What follows belongs to an exercise in optimizing a design on an open flow for small area; a production flow would make more cautious choices. In this exercise RTL edits were held to simulation tests only and were not proved equivalent to the original. No driver is modelled on the clock port, so clocking that relies on it looks cheaper here than on a real chip.

==> flow/design.v (excerpt) <==
module rotary_combination_lock(
    output wire LCD_E, LCD_RW, LCD_RS,
    output wire [3:0] SF_D,
    output wire [2:0] J1,
    input Clk,
    input Rst,
    input Center,
    input South,
    input wire rotA, rotB
);
    wire CenterSync, SouthSync;
    wire Right, Left;
    wire Locked;
    wire Tens;
    wire [3:0] Ones;
    synchronizer_nr syncA(CenterSync, Center, Clk);
    synchronizer_nr syncB(SouthSync, South, Clk);
    rotary_encoder_module U0(
         .Left(Left), .Right(Right), .Clk(Clk), .Rst(Rst),
         .rotA(rotA), .rotB(rotB));
    combination_lock_fsm U1(
         .state(J1), .Locked(Locked), .Right(Right), .Left(Left),
         .Tens(Tens), .Ones(Ones), .Center(CenterSync), .Clk(Clk),
         .South(SouthSync), .Rst(Rst));
    up_down_counter U2(
        .Tens(Tens), .Ones(Ones), .Up(Left), .Down(Right),
        .Clk(Clk), .South(South), .Rst(Rst));
    lcd_driver U3(Clk, Rst, South, Tens, Ones, Locked, SF_D, LCD_E,
        LCD_RS, LCD_RW);
endmodule
export LEC_CHECK = 0
export ABC_AREA = 1
export CAP_MARGIN = 20
export CORE_MARGIN = 2
export CORE_UTILIZATION = 40
export SLEW_MARGIN = 20
create_clock -name core_clock -period 10.0 [get_ports {Clk}]
standard.sh (not shown) runs the stock make flow with config.mk's settings and CLKGATE_MAP_FILE= SYNTH_SCRIPT=/design/flow/synth_recipe.tcl, a recipe that flattens the netlist after the stock synthesis.
==> flow/flow/run.sh <==
#!/bin/bash
# Own layout flow: the standard ORFS flow with
#  - an area-oriented ABC mapping script (flow/abc_area.script),
#  - minimum-size port buffers,
#  - a small hand-built clock buffer stage in place of TritonCTS
#    (flow/manual_cts.tcl).
# Tool output goes to flow_standard.log here and to the ORFS logs.
set -euo pipefail
W=$PWD
rm -rf "$W/scripts_mod"
cp -r "$FLOW_HOME/scripts" "$W/scripts_mod"
cp "$W/flow/abc_area.script" "$W/scripts_mod/abc_area.script"
cp "$W/flow/manual_cts.tcl" "$W/scripts_mod/manual_cts.tcl"
sed -i 's|^log_cmd clock_tree_synthesis {\*}\$cts_args|source $::env(SCRIPTS_DIR)/manual_cts.tcl|' "$W/scripts_mod/cts.tcl"
grep -q manual_cts.tcl "$W/scripts_mod/cts.tcl"
export MCTS_N=${MCTS_N:-1}
export MCTS_CELL=${MCTS_CELL:-sky130_fd_sc_hd__clkbuf_8}
bash standard.sh SCRIPTS_DIR="$W/scripts_mod" ADDER_MAP_FILE= \
  "BUFFER_PORTS_ARGS=-buffer_cell sky130_fd_sc_hd__buf_1" \
  finish > "$W/flow_standard.log" 2>&1
==> flow/flow/manual_cts.tcl <==
# Clock buffering in place of TritonCTS: the flip-flop clock pins are split
# into MCTS_N groups of nearby sinks (by x, then y), and each group is driven
# by one MCTS_CELL buffer placed at its centroid and fed from the clock port.
set mcts_n $::env(MCTS_N)
set mcts_cell $::env(MCTS_CELL)
set db [ord::get_db]
set block [ord::get_db_block]
set master [$db findMaster $mcts_cell]
foreach clk_port [get_ports [get_property [all_clocks] sources]] {
  set clk_net [$block findNet [get_full_name $clk_port]]
  set sinks {}
  foreach it [$clk_net getITerms] {
    set inst [$it getInst]
    set bb [$inst getBBox]
    lappend sinks [list [expr {([$bb xMin] + [$bb xMax]) / 2}] [expr {([$bb yMin] + [$bb yMax]) / 2}] $it]
  }
  set sinks [lsort -integer -index 0 $sinks]
  set n [llength $sinks]
  set per [expr {int(ceil(double($n) / $mcts_n))}]
  for {set g 0} {$g < $mcts_n} {incr g} {
    set grp [lrange $sinks [expr {$g * $per}] [expr {($g + 1) * $per - 1}]]
    if {[llength $grp] == 0} { continue }
    set sx 0; set sy 0
    foreach s $grp { incr sx [lindex $s 0]; incr sy [lindex $s 1] }
    set cx [expr {$sx / [llength $grp]}]
    set cy [expr {$sy / [llength $grp]}]
    set buf [odb::dbInst_create $block $master "mcts_buf_$g"]
    set net [odb::dbNet_create $block "mcts_net_$g"]
    $net setSigType CLOCK
    foreach s $grp {
      set it [lindex $s 2]
      $it disconnect
      $it connect $net
    }
    [$buf findITerm A] connect $clk_net
    [$buf findITerm X] connect $net
    $buf setLocation $cx $cy
    $buf setPlacementStatus PLACED
    puts "mcts: buffer mcts_buf_$g ($mcts_cell) drives [llength $grp] sinks at ($cx, $cy)"
  }
}
set_propagated_clock [all_clocks]
Other scripts of this flow, unchanged in this note and not shown: flow/flow/abc_area.script
The baseline failed in 4_1_cts.
Edit:
--- a/flow/flow/run.sh
+++ b/flow/flow/run.sh
@@ -16,2 +16,2 @@
-export MCTS_N=${MCTS_N:-1}
-export MCTS_CELL=${MCTS_CELL:-sky130_fd_sc_hd__clkbuf_8}
+export MCTS_N=${MCTS_N:-2}
+export MCTS_CELL=${MCTS_CELL:-sky130_fd_sc_hd__clkbuf_4}
The new run stopped in 4_1_cts; area after synthesis is unchanged; synthesized cell count is unchanged.
